This design comes from an exercise in tuning for a short achievable clock period and few clock cycles on the open sky130 flow, not from production work. At most, simulation tests tie the RTL to the original design; equivalence was not proved. No activity file was given, so power comes from the tool's default toggle rates.

==> run Z: inputs <==
// SynCPU
module SynCPU(
    dm_load,
    dm_addr,
    dm_store,
    im_addr,
    im_inst,
    dm_ctl,
    mem_req,
    mem_we,
    mem_re,
    trace_valid,
    trace_pc,
    trace_inst,
    trace_rd,
    trace_rd_data,
    clk,
    rst,
    dm_ack,
    im_ack
);
Settings: LEC_CHECK=0, ABC_CLOCK_PERIOD_IN_PS=2000, CAP_MARGIN=20, CORE_MARGIN=2, CORE_UTILIZATION=45, SETUP_SLACK_MARGIN=5, SLEW_MARGIN=20; clock period 11.0 ns.
run.sh (not shown) runs the stock make flow with config.mk's settings and CLKGATE_MAP_FILE= SYNTH_SCRIPT=/design/flow/synth_recipe.tcl, a recipe that flattens the netlist after the stock synthesis.
==> run X: changes against run Z <==
--- a/flow/design.v
+++ b/flow/design.v
@@ -7,24 +7,28 @@
     input  wire        we,
     input  wire [4:0]  rd,
     input  wire [31:0] din,
     output wire [31:0] d1,
     output wire [31:0] d2
 );
     reg [31:0] regs [1:31];
-    integer i;
+    reg [31:1] valid;
     always @(posedge clk or negedge rst) begin
-        if (!rst) begin
-            for (i = 1; i < 32; i = i + 1) regs[i] <= 32'd0;
-        end else if (we && rd != 5'd0) begin
+        if (!rst)
+            valid <= 31'd0;
+        else if (we && rd != 5'd0)
+            valid[rd] <= 1'b1;
+    end
+    always @(posedge clk) begin
+        if (we && rd != 5'd0)
             regs[rd] <= din;
-        end
     end
-    wire [31:0] r1 = (rs1 == 5'd0) ? 32'd0 : regs[rs1];
-    wire [31:0] r2 = (rs2 == 5'd0) ? 32'd0 : regs[rs2];
+    wire [31:0] vfull = {valid, 1'b0};
+    wire [31:0] r1 = (rs1 == 5'd0) ? 32'd0 : (regs[rs1] & {32{vfull[rs1]}});
+    wire [31:0] r2 = (rs2 == 5'd0) ? 32'd0 : (regs[rs2] & {32{vfull[rs2]}});
     wire byp1 = we && (rd != 5'd0) && (rd == rs1);
     wire byp2 = we && (rd != 5'd0) && (rd == rs2);
     assign d1 = byp1 ? din : r1;
     assign d2 = byp2 ? din : r2;
 endmodule
 `timescale 1ns / 1ps
 module SynCPU(
@@ -77,28 +81,35 @@
 reg         v_ex;
 reg  [31:0] inst_ex, pc_ex;
 reg  [31:0] a_ex, b_ex, sd_ex, cst_ex;
 reg         fa_ma, fa_wb, fb_ma, fb_wb, fs_ma, fs_wb;
 reg         add_ex, sub_ex, sll_ex, srl_ex, sra_ex, slt_ex, sltu_ex, xor_ex, or_ex, and_ex, cst_sel_ex;
 reg         br_ex, jalr_ex, load_ex, store_ex, rdw_ex, pred_ex;
 reg         jal_ex, other_ex, bpred_ex, jpred_ex, bhit_ex;
+reg         r_eq, r_ne, r_lt, r_ge, r_ltu, r_geu, r_jn, r_jp;
 reg  [29:0] ptgt_ex;
 reg         bad_ma;
 reg  [1:0]  bctr_ex;
 reg  [31:0] bt_ex, e0_ex, e1_ex;
 reg         v_ma;
 reg  [31:0] inst_ma, pc_ma, res_ma, sd_ma;
 reg  [3:0]  be_ma;
 reg         we_ma, re_ma, rdw_ma, load_ma;
+reg  [3:0]  ls0, sg;
+reg         ls1_l1, ls1_l3, ls1_ex, hi_raw, alu_sel;
 reg         v_wb;
 reg  [31:0] inst_wb, pc_wb, res_wb;
 reg  [4:0]  rd_wb;
-wire rep = ((we_ma | re_ma) & ~dm_ack) | bad_ma;
+wire fail_ma = ((we_ma | re_ma) & ~dm_ack) | bad_ma;
+reg  rep_q;      
+reg  fr_q;       
+wire rep = rep_q;
 wire lu_stall;
 wire ex_redirect;
+wire id_go;        
 wire [31:0] ex_tgt;
 wire [4:0] opc_id = inst_id[6:2];
 wire [2:0] f3_id  = inst_id[14:12];
 wire       f7_id  = inst_id[30];
 wire [4:0] rd_id  = inst_id[11:7];
 wire [4:0] rs1_id = inst_id[19:15];
 wire [4:0] rs2_id = inst_id[24:20];
@@ -145,14 +156,15 @@
 wire prod_ex = v_ex & rdw_ex & (rd_ex != 5'd0);
 wire prod_ma = v_ma & rdw_ma & (rd_ma != 5'd0);
 wire m1_ex = prod_ex & (rd_ex == rs1_id);
 wire m2_ex = prod_ex & (rd_ex == rs2_id);
 wire m1_ma = prod_ma & (rd_ma == rs1_id);
 wire m2_ma = prod_ma & (rd_ma == rs2_id);
 assign lu_stall = v_id & load_ex & ((id_use1 & m1_ex) | (id_use2 & m2_ex));
+assign id_go    = v_id & ~lu_stall & ~ex_redirect & ~rep;
 assign im_addr = pc_q;
 reg         bt_v   [0:31];
 reg  [11:0] bt_tag [0:31];
 reg  [29:0] bt_tgt [0:31];
 reg  [1:0]  bt_ctr [0:31];
 reg         bt_unc [0:31];
 wire [4:0]  b_idx  = pc_q[6:2];
@@ -162,44 +174,77 @@
 wire [1:0]  b_ctr  = bt_ctr[b_idx];
 wire [31:0] if_next = b_pred ? {b_tgt, 2'b00} : pc_q + 32'd4;
 always @(posedge clk or negedge rst) begin
     if (!rst) begin
         pc_q <= 32'd0;
         v_id <= 1'b0;
     end else begin
-        if (rep) begin
-            pc_q <= pc_ma;
+        if (rep_q) begin
+            pc_q <= pc_wb;
             v_id <= 1'b0;
         end else if (ex_redirect) begin
             pc_q <= ex_tgt;
             v_id <= 1'b0;
+        end else if (fr_q) begin
+            pc_q <= pc_id;
+            v_id <= 1'b0;
         end else if (!lu_stall) begin
             if (id_redirect)
                 pc_q <= tsum;
-            else if (im_ack)
+            else
                 pc_q <= if_next;
             v_id <= im_ack & ~id_redirect;
         end
     end
 end
+always @(posedge clk or negedge rst) begin
+    if (!rst) begin
+        fr_q  <= 1'b0;
+        rep_q <= 1'b0;
+    end else begin
+        fr_q  <= ~im_ack & ~rep_q & ~ex_redirect & ~fr_q & ~lu_stall & ~id_redirect;
+        rep_q <= v_ma & fail_ma & ~rep_q;
+    end
+end
 always @(posedge clk) begin
     if (!lu_stall) begin
         inst_id  <= im_inst;
         pc_id    <= pc_q;
         bhit_id  <= b_hit;
         bpred_id <= b_pred;
         ptgt_id  <= b_tgt;
         bctr_id  <= b_ctr;
     end
 end
 always @(posedge clk or negedge rst) begin
     if (!rst)
         v_ex <= 1'b0;
     else
-        v_ex <= v_id & ~lu_stall & ~ex_redirect & ~rep;
+        v_ex <= id_go;
+end
+always @(posedge clk or negedge rst) begin
+    if (!rst) begin
+        r_eq  <= 1'b0;
+        r_ne  <= 1'b0;
+        r_lt  <= 1'b0;
+        r_ge  <= 1'b0;
+        r_ltu <= 1'b0;
+        r_geu <= 1'b0;
+        r_jn  <= 1'b0;
+        r_jp  <= 1'b0;
+    end else begin
+        r_eq  <= id_go & id_br & ((f3_id == 3'b000 & ~pred_id) | (f3_id == 3'b001 &  pred_id));
+        r_ne  <= id_go & id_br & ((f3_id == 3'b000 &  pred_id) | (f3_id == 3'b001 & ~pred_id));
+        r_lt  <= id_go & id_br & ((f3_id == 3'b100 & ~pred_id) | (f3_id == 3'b101 &  pred_id));
+        r_ge  <= id_go & id_br & ((f3_id == 3'b100 &  pred_id) | (f3_id == 3'b101 & ~pred_id));
+        r_ltu <= id_go & id_br & ((f3_id == 3'b110 & ~pred_id) | (f3_id == 3'b111 &  pred_id));
+        r_geu <= id_go & id_br & ((f3_id == 3'b110 &  pred_id) | (f3_id == 3'b111 & ~pred_id));
+        r_jn  <= id_go & id_jalr & ~bpred_id;
+        r_jp  <= id_go & id_jalr &  bpred_id;
+    end
 end
 always @(posedge clk) begin
     begin
         inst_ex  <= inst_id;
         pc_ex    <= pc_id;
         a_ex     <= rf_d1;
         b_ex     <= (id_op | id_br) ? rf_d2 : (id_store ? imm_s : imm_i);
@@ -270,16 +315,16 @@
         3'b001:  taken = ~eq;
         3'b100:  taken = lt;
         3'b101:  taken = ~lt;
         3'b110:  taken = ltu;
         default: taken = ~ltu;
     endcase
 end
-wire jalr_ok = jpred_ex & ((A == e0_ex) | (A == e1_ex));
-assign ex_redirect = v_ex & ((jalr_ex & ~jalr_ok) | (br_ex & (taken ^ pred_ex)));
+assign ex_redirect = (r_eq & eq) | (r_ne & ~eq) | (r_lt & lt) | (r_ge & ~lt) | (r_ltu & ltu) | (r_geu & ~ltu)
+                   | r_jn | (r_jp & ~((A == e0_ex) | (A == e1_ex)));
 assign ex_tgt      = jalr_ex ? {sum[31:1], 1'b0} : cst_ex;
 wire bad_ex = bpred_ex & (other_ex | ((jal_ex | br_ex) & ({ptgt_ex, 2'b00} != bt_ex)));
 wire [1:0]  ctr_inc = (bhit_ex & bctr_ex != 2'b11) ? bctr_ex + 2'd1 : (bhit_ex ? 2'b11 : 2'b10);
 wire [1:0]  ctr_dec = (bctr_ex != 2'b00) ? bctr_ex - 2'd1 : 2'b00;
 reg         u_inv, u_set, u_ctr_we, u_unc;
 reg  [4:0]  u_idx;
 reg  [11:0] u_tag;
@@ -331,21 +376,35 @@
         default: be_raw = 4'b1111;
     endcase
 end
 always @(posedge clk or negedge rst) begin
     if (!rst) begin
         v_ma  <= 1'b0;
         bad_ma <= 1'b0;
+        ls0    <= 4'b0000;
+        ls1_l1 <= 1'b0;
+        ls1_l3 <= 1'b0;
+        ls1_ex <= 1'b0;
+        hi_raw <= 1'b0;
+        sg     <= 4'b0000;
+        alu_sel <= 1'b0;
         we_ma <= 1'b0;
         re_ma <= 1'b0;
     end else begin
         v_ma  <= v_ex & ~rep;
         we_ma <= v_ex & ~bad_ex & store_ex & ~rep;
         re_ma <= v_ex & ~bad_ex & load_ex & ~rep;
         bad_ma <= v_ex & bad_ex & ~rep;
+        ls0    <= {4{v_ex & load_ex & ~rep}} & (4'b0001 << lane);
+        ls1_l1 <= (f3_ex[1] | (f3_ex[0] & ~lane[1]));
+        ls1_l3 <= f3_ex[0] & lane[1];
+        ls1_ex <= ~f3_ex[1] & ~f3_ex[0];
+        hi_raw <= f3_ex[1];
+        sg     <= f3_ex[2] ? 4'b0000 : (f3_ex[1] ? 4'b0000 : (f3_ex[0] ? (4'b0010 << lane) : (4'b0001 << lane)));
+        alu_sel <= rdw_ex & ~load_ex;
     end
 end
 always @(posedge clk) begin
     begin
         inst_ma <= inst_ex;
         pc_ma   <= pc_ex;
         res_ma  <= res;
@@ -354,40 +413,35 @@
         rdw_ma  <= rdw_ex;
         load_ma <= load_ex;
     end
 end
 assign dm_addr  = res_ma;
 assign dm_store = sd_ma;
 assign dm_ctl   = be_ma;
-assign mem_we   = we_ma;
-assign mem_re   = re_ma;
-assign mem_req  = we_ma | re_ma;
-wire [2:0]  f3_ma = inst_ma[14:12];
-wire [31:0] ld_sh = dm_load >> {res_ma[1:0], 3'b000};
-reg  [31:0] ld_val;
-always @(*) begin
-    case (f3_ma)
-        3'b000:  ld_val = {{24{ld_sh[7]}}, ld_sh[7:0]};
-        3'b001:  ld_val = {{16{ld_sh[15]}}, ld_sh[15:0]};
-        3'b100:  ld_val = {24'd0, ld_sh[7:0]};
-        3'b101:  ld_val = {16'd0, ld_sh[15:0]};
-        default: ld_val = ld_sh;
-    endcase
-end
+assign mem_we   = we_ma & ~rep_q;
+assign mem_re   = re_ma & ~rep_q;
+assign mem_req  = (we_ma | re_ma) & ~rep_q;
+wire        ld_is = |ls0;
+wire        ld_ext = |(sg & {dm_load[31], dm_load[23], dm_load[15], dm_load[7]});
+wire [7:0]  ld_b0 = ({8{ls0[0]}} & dm_load[7:0])   | ({8{ls0[1]}} & dm_load[15:8])
+                  | ({8{ls0[2]}} & dm_load[23:16]) | ({8{ls0[3]}} & dm_load[31:24]);
+wire [7:0]  ld_b1 = ({8{ls1_l1}} & dm_load[15:8]) | ({8{ls1_l3}} & dm_load[31:24]) | ({8{ls1_ex & ld_ext}});
+wire [15:0] ld_hi = ({16{hi_raw}} & dm_load[31:16]) | {16{~hi_raw & ld_ext}};
+wire [31:0] ld_val = {ld_hi & {16{ld_is}}, ld_b1 & {8{ld_is}}, ld_b0};
 always @(posedge clk or negedge rst) begin
     if (!rst)
         v_wb <= 1'b0;
     else
-        v_wb <= v_ma & ~rep;
+        v_wb <= v_ma & ~fail_ma & ~rep_q;
 end
 always @(posedge clk) begin
     begin
         inst_wb <= inst_ma;
         pc_wb   <= pc_ma;
-        res_wb  <= rdw_ma ? (load_ma ? ld_val : res_ma) : 32'd0;
+        res_wb  <= ld_val | ({32{alu_sel}} & res_ma);
         rd_wb   <= rdw_ma ? rd_ma : 5'd0;
     end
 end
 assign trace_valid   = v_wb;
 assign trace_pc      = pc_wb;
 assign trace_inst    = inst_wb;
 assign trace_rd      = rd_wb;
==> flow/flow/run.sh (new file) <==
#!/bin/bash
set -euo pipefail
bash standard.sh SETUP_SLACK_MARGIN=7.5 finish > flow_make.log 2>&1
==> flow/standard.sh (new file) <==
#!/bin/bash
# synth_recipe.tcl (not shown) runs the flow's synth.tcl, then flattens the netlist and writes it again
# the make line also repeats each setting of config.mk as NAME=value (left out here)
make -C /OpenROAD-flow-scripts/flow DESIGN_CONFIG=/design/flow/config.mk WORK_HOME=/design/flow/orfs CLKGATE_MAP_FILE= SYNTH_SCRIPT=/design/flow/synth_recipe.tcl "${@:-finish}"
- SETUP_SLACK_MARGIN: 5 -> not set
removed: flow/run.sh
==> run R: changes against run Z <==
--- a/flow/design.v
+++ b/flow/design.v
@@ -67,36 +67,28 @@
 localparam OP_LUI   = 5'b01101;
 localparam OP_BR    = 5'b11000;
 localparam OP_JALR  = 5'b11001;
 localparam OP_JAL   = 5'b11011;
 reg  [31:0] pc_q;
 reg         v_id;
 reg  [31:0] inst_id, pc_id;
-reg         bhit_id, bpred_id;
-reg  [29:0] ptgt_id;
-reg  [1:0]  bctr_id;
 reg         v_ex;
 reg  [31:0] inst_ex, pc_ex;
 reg  [31:0] a_ex, b_ex, sd_ex, cst_ex;
 reg         fa_ma, fa_wb, fb_ma, fb_wb, fs_ma, fs_wb;
 reg         add_ex, sub_ex, sll_ex, srl_ex, sra_ex, slt_ex, sltu_ex, xor_ex, or_ex, and_ex, cst_sel_ex;
 reg         br_ex, jalr_ex, load_ex, store_ex, rdw_ex, pred_ex;
-reg         jal_ex, other_ex, bpred_ex, jpred_ex, bhit_ex;
-reg  [29:0] ptgt_ex;
-reg         bad_ma;
-reg  [1:0]  bctr_ex;
-reg  [31:0] bt_ex, e0_ex, e1_ex;
 reg         v_ma;
 reg  [31:0] inst_ma, pc_ma, res_ma, sd_ma;
 reg  [3:0]  be_ma;
 reg         we_ma, re_ma, rdw_ma, load_ma;
 reg         v_wb;
 reg  [31:0] inst_wb, pc_wb, res_wb;
 reg  [4:0]  rd_wb;
-wire rep = ((we_ma | re_ma) & ~dm_ack) | bad_ma;
+wire mem_stall = (we_ma | re_ma) & ~dm_ack;
 wire lu_stall;
 wire ex_redirect;
 wire [31:0] ex_tgt;
 wire [4:0] opc_id = inst_id[6:2];
 wire [2:0] f3_id  = inst_id[14:12];
 wire       f7_id  = inst_id[30];
 wire [4:0] rd_id  = inst_id[11:7];
@@ -119,18 +111,15 @@
 wire [31:0] imm_s = {{20{inst_id[31]}}, inst_id[31:25], inst_id[11:7]};
 wire [31:0] imm_b = {{19{inst_id[31]}}, inst_id[31], inst_id[7], inst_id[30:25], inst_id[11:8], 1'b0};
 wire [31:0] imm_u = {inst_id[31:12], 12'b0};
 wire [31:0] imm_j = {{11{inst_id[31]}}, inst_id[31], inst_id[19:12], inst_id[20], inst_id[30:21], 1'b0};
 wire [31:0] pcimm  = id_jal ? imm_j : (id_br ? imm_b : imm_u);
 wire [31:0] tsum   = pc_id + pcimm;    
 wire [31:0] pc4_id = pc_id + 32'd4;
-wire id_redirect = v_id & ((id_jal & ~bpred_id) | (id_br & inst_id[31] & ~bhit_id));
-wire pred_id = bpred_id | id_jal | (id_br & inst_id[31] & ~bhit_id);
-wire [31:0] e0_id = {ptgt_id, 2'b00} - imm_i;
-wire [31:0] e1_id = {ptgt_id, 2'b01} - imm_i;
+wire pred_id = v_id & (id_jal | (id_br & inst_id[31]));
 wire [31:0] rf_d1, rf_d2;
 wire        rf_we = v_wb & (rd_wb != 5'd0);
 reg_file RF(
     .clk (clk),
     .rst (rst),
     .rs1 (rs1_id),
     .rs2 (rs2_id),
@@ -146,63 +135,45 @@
 wire prod_ma = v_ma & rdw_ma & (rd_ma != 5'd0);
 wire m1_ex = prod_ex & (rd_ex == rs1_id);
 wire m2_ex = prod_ex & (rd_ex == rs2_id);
 wire m1_ma = prod_ma & (rd_ma == rs1_id);
 wire m2_ma = prod_ma & (rd_ma == rs2_id);
 assign lu_stall = v_id & load_ex & ((id_use1 & m1_ex) | (id_use2 & m2_ex));
 assign im_addr = pc_q;
-reg         bt_v   [0:31];
-reg  [11:0] bt_tag [0:31];
-reg  [29:0] bt_tgt [0:31];
-reg  [1:0]  bt_ctr [0:31];
-reg         bt_unc [0:31];
-wire [4:0]  b_idx  = pc_q[6:2];
-wire        b_hit  = bt_v[b_idx] & (bt_tag[b_idx] == pc_q[18:7]);
-wire        b_pred = b_hit & (bt_unc[b_idx] | bt_ctr[b_idx][1]);
-wire [29:0] b_tgt  = bt_tgt[b_idx];
-wire [1:0]  b_ctr  = bt_ctr[b_idx];
-wire [31:0] if_next = b_pred ? {b_tgt, 2'b00} : pc_q + 32'd4;
 always @(posedge clk or negedge rst) begin
     if (!rst) begin
         pc_q <= 32'd0;
         v_id <= 1'b0;
-    end else begin
-        if (rep) begin
-            pc_q <= pc_ma;
-            v_id <= 1'b0;
-        end else if (ex_redirect) begin
+    end else if (!mem_stall) begin
+        if (ex_redirect) begin
             pc_q <= ex_tgt;
             v_id <= 1'b0;
         end else if (!lu_stall) begin
-            if (id_redirect)
+            if (pred_id)
                 pc_q <= tsum;
             else if (im_ack)
-                pc_q <= if_next;
-            v_id <= im_ack & ~id_redirect;
+                pc_q <= pc_q + 32'd4;
+            v_id <= im_ack & ~pred_id;
         end
     end
 end
 always @(posedge clk) begin
-    if (!lu_stall) begin
-        inst_id  <= im_inst;
-        pc_id    <= pc_q;
-        bhit_id  <= b_hit;
-        bpred_id <= b_pred;
-        ptgt_id  <= b_tgt;
-        bctr_id  <= b_ctr;
+    if (!mem_stall && !lu_stall) begin
+        inst_id <= im_inst;
+        pc_id   <= pc_q;
     end
 end
 always @(posedge clk or negedge rst) begin
     if (!rst)
         v_ex <= 1'b0;
-    else
-        v_ex <= v_id & ~lu_stall & ~ex_redirect & ~rep;
+    else if (!mem_stall)
+        v_ex <= v_id & ~lu_stall & ~ex_redirect;
 end
 always @(posedge clk) begin
-    begin
+    if (!mem_stall) begin
         inst_ex  <= inst_id;
         pc_ex    <= pc_id;
         a_ex     <= rf_d1;
         b_ex     <= (id_op | id_br) ? rf_d2 : (id_store ? imm_s : imm_i);
         sd_ex    <= rf_d2;
         cst_ex   <= id_lui ? imm_u : (id_auipc ? tsum : (id_br ? (pred_id ? pc4_id : tsum) : pc4_id));
         fa_ma    <= id_use1 & m1_ex;
@@ -224,24 +195,14 @@
         cst_sel_ex <= id_lui | id_auipc | id_jal | id_jalr;
         br_ex    <= id_br;
         jalr_ex  <= id_jalr;
         load_ex  <= id_load;
         store_ex <= id_store;
         rdw_ex   <= id_rdw;
         pred_ex  <= pred_id;
-        jal_ex   <= id_jal;
-        other_ex <= ~(id_jal | id_br | id_jalr);
-        bpred_ex <= bpred_id;
-        ptgt_ex  <= ptgt_id;
-        jpred_ex <= bpred_id & id_jalr;
-        bhit_ex  <= bhit_id;
-        bctr_ex  <= bctr_id;
-        bt_ex    <= tsum;
-        e0_ex    <= e0_id;
-        e1_ex    <= e1_id;
     end
 end
 wire [31:0] A  = fa_ma ? res_ma : (fa_wb ? res_wb : a_ex);
 wire [31:0] B  = fb_ma ? res_ma : (fb_wb ? res_wb : b_ex);
 wire [31:0] SD = fs_ma ? res_ma : (fs_wb ? res_wb : sd_ex);
 wire [31:0] sum = A + B;
 wire [31:0] dif = A - B;
@@ -270,86 +231,38 @@
         3'b001:  taken = ~eq;
         3'b100:  taken = lt;
         3'b101:  taken = ~lt;
         3'b110:  taken = ltu;
         default: taken = ~ltu;
     endcase
 end
-wire jalr_ok = jpred_ex & ((A == e0_ex) | (A == e1_ex));
-assign ex_redirect = v_ex & ((jalr_ex & ~jalr_ok) | (br_ex & (taken ^ pred_ex)));
+assign ex_redirect = v_ex & (jalr_ex | (br_ex & (taken ^ pred_ex)));
 assign ex_tgt      = jalr_ex ? {sum[31:1], 1'b0} : cst_ex;
-wire bad_ex = bpred_ex & (other_ex | ((jal_ex | br_ex) & ({ptgt_ex, 2'b00} != bt_ex)));
-wire [1:0]  ctr_inc = (bhit_ex & bctr_ex != 2'b11) ? bctr_ex + 2'd1 : (bhit_ex ? 2'b11 : 2'b10);
-wire [1:0]  ctr_dec = (bctr_ex != 2'b00) ? bctr_ex - 2'd1 : 2'b00;
-reg         u_inv, u_set, u_ctr_we, u_unc;
-reg  [4:0]  u_idx;
-reg  [11:0] u_tag;
-reg  [29:0] u_tgt;
-reg  [1:0]  u_ctr;
-always @(posedge clk or negedge rst) begin
-    if (!rst) begin
-        u_inv    <= 1'b0;
-        u_set    <= 1'b0;
-        u_ctr_we <= 1'b0;
-    end else begin
-        u_inv    <= v_ex & bad_ex;
-        u_set    <= v_ex & ~bad_ex & (jal_ex | jalr_ex | (br_ex & taken));
-        u_ctr_we <= v_ex & ~bad_ex & (jal_ex | jalr_ex | (br_ex & (taken | bhit_ex)));
-    end
-end
-always @(posedge clk) begin
-    u_idx <= pc_ex[6:2];
-    u_tag <= pc_ex[18:7];
-    u_tgt <= jalr_ex ? sum[31:2] : bt_ex[31:2];
-    u_unc <= ~br_ex;
-    u_ctr <= ~br_ex ? 2'b11 : (taken ? ctr_inc : ctr_dec);
-end
-integer k;
-always @(posedge clk or negedge rst) begin
-    if (!rst) begin
-        for (k = 0; k < 32; k = k + 1) bt_v[k] <= 1'b0;
-    end else if (u_inv) begin
-        bt_v[u_idx] <= 1'b0;
-    end else if (u_set) begin
-        bt_v[u_idx] <= 1'b1;
-    end
-end
-always @(posedge clk) begin
-    if (u_set) begin
-        bt_tag[u_idx] <= u_tag;
-        bt_tgt[u_idx] <= u_tgt;
-        bt_unc[u_idx] <= u_unc;
-    end
-    if (u_ctr_we)
-        bt_ctr[u_idx] <= u_ctr;
-end
 wire [1:0] lane = sum[1:0];
 reg  [3:0] be_raw;
 always @(*) begin
     case (f3_ex[1:0])
         2'b00:   be_raw = 4'b0001;
         2'b01:   be_raw = 4'b0011;
         default: be_raw = 4'b1111;
     endcase
 end
 always @(posedge clk or negedge rst) begin
     if (!rst) begin
         v_ma  <= 1'b0;
-        bad_ma <= 1'b0;
         we_ma <= 1'b0;
         re_ma <= 1'b0;
-    end else begin
-        v_ma  <= v_ex & ~rep;
-        we_ma <= v_ex & ~bad_ex & store_ex & ~rep;
-        re_ma <= v_ex & ~bad_ex & load_ex & ~rep;
-        bad_ma <= v_ex & bad_ex & ~rep;
+    end else if (!mem_stall) begin
+        v_ma  <= v_ex;
+        we_ma <= v_ex & store_ex;
+        re_ma <= v_ex & load_ex;
     end
 end
 always @(posedge clk) begin
-    begin
+    if (!mem_stall) begin
         inst_ma <= inst_ex;
         pc_ma   <= pc_ex;
         res_ma  <= res;
         sd_ma   <= SD << {lane, 3'b000};
         be_ma   <= store_ex ? (be_raw << lane) : (load_ex ? 4'b1000 : 4'b0000);
         rdw_ma  <= rdw_ex;
         load_ma <= load_ex;
@@ -373,18 +286,18 @@
         default: ld_val = ld_sh;
     endcase
 end
 always @(posedge clk or negedge rst) begin
     if (!rst)
         v_wb <= 1'b0;
     else
-        v_wb <= v_ma & ~rep;
+        v_wb <= v_ma & ~mem_stall;
 end
 always @(posedge clk) begin
-    begin
+    if (!mem_stall) begin
         inst_wb <= inst_ma;
         pc_wb   <= pc_ma;
         res_wb  <= rdw_ma ? (load_ma ? ld_val : res_ma) : 32'd0;
         rd_wb   <= rdw_ma ? rd_ma : 5'd0;
     end
 end
 assign trace_valid   = v_wb;
- CORE_UTILIZATION: 45 -> 30
==> qor summary <==
Area of the mapped netlist: run R 83200 um^2; run X 145000 um^2; run Z 144000 um^2
Setup crit start: run R fa_wb; run X fa_wb; run Z fb_wb
Adder and majority gate portion of the synthesized area: run R 0.0201; run X 0.0160; run Z 0.0153
Initial standard-cell utilization of the core: run R 0.301; run X 0.451; run Z 0.453
Library cell with the highest instance count after synthesis: run R sky130_fd_sc_hd__mux2_2; run X sky130_fd_sc_hd__edfxtp_1; run Z sky130_fd_sc_hd__edfxtp_1
R2R Setup Slk: run R 5250 ps; run X 6310 ps; run Z 5060 ps
Run status: run R complete, no violations; run X complete, no violations; run Z complete, no violations
First-iteration detailed-routing DRC count: run R 12700; run X 13700; run Z 18800
Seq pwr share: run R 0.331; run X 0.430; run Z 0.436
Synthesis-to-finish area growth: run R 16.2%; run X 22.5%; run Z 14.2%
Signal buffers share of area: run R 0.0495; run X 0.0716; run Z 0.0336
Placeable Area: run R 276000 um^2; run X 320000 um^2; run Z 318000 um^2
TAP cells: run R 3705; run X 4305; run Z 4180
First-pass GRT wire length: run R 559000 um; run X 791000 um; run Z 833000 um
Testbench counts of run Z, summed over its fixed seeds: cycles 30,304.
Testbench counts of run X, summed over its fixed seeds: cycles 30,304.
For run R, only the layout was checked, not whether the RTL still works.

-- static timing again, ports no longer ideal --
Ports are ideal in the flow. The routed layouts listed here were re-timed in OpenROAD.
Step 1 assumes that a clkbuf_16 drives the clock port and a buf_2 every other input.
Step 2 moves the port delays by t, midway between the first and last clock arrival at a register: inputs arrive t later, outputs are due t later. That takes back most of the time a late clock gives input paths.
Three values: no drivers, after step 1, after step 2; two values: the first two.
run | t, ns | setup slack, ns | hold slack, ns | clock arrival spread, ns | worst slew at a driven data input, ns
run Z | 1.028 | 5.063 / 5.063 / 5.063 | 0.320 / 0.320 / 0.320 | 0.088 / 0.089 | 0.05
run X | 1.030 | 6.308 / 6.308 / 6.308 | 0.308 / 0.308 / 0.308 | 0.061 / 0.061 | 0.17
run R | 0.945 | 5.250 / 5.250 / 5.250 | 0.410 / 0.410 / 0.410 | 0.075 / 0.075 | 0.07
After both steps every run listed still meets setup and hold.
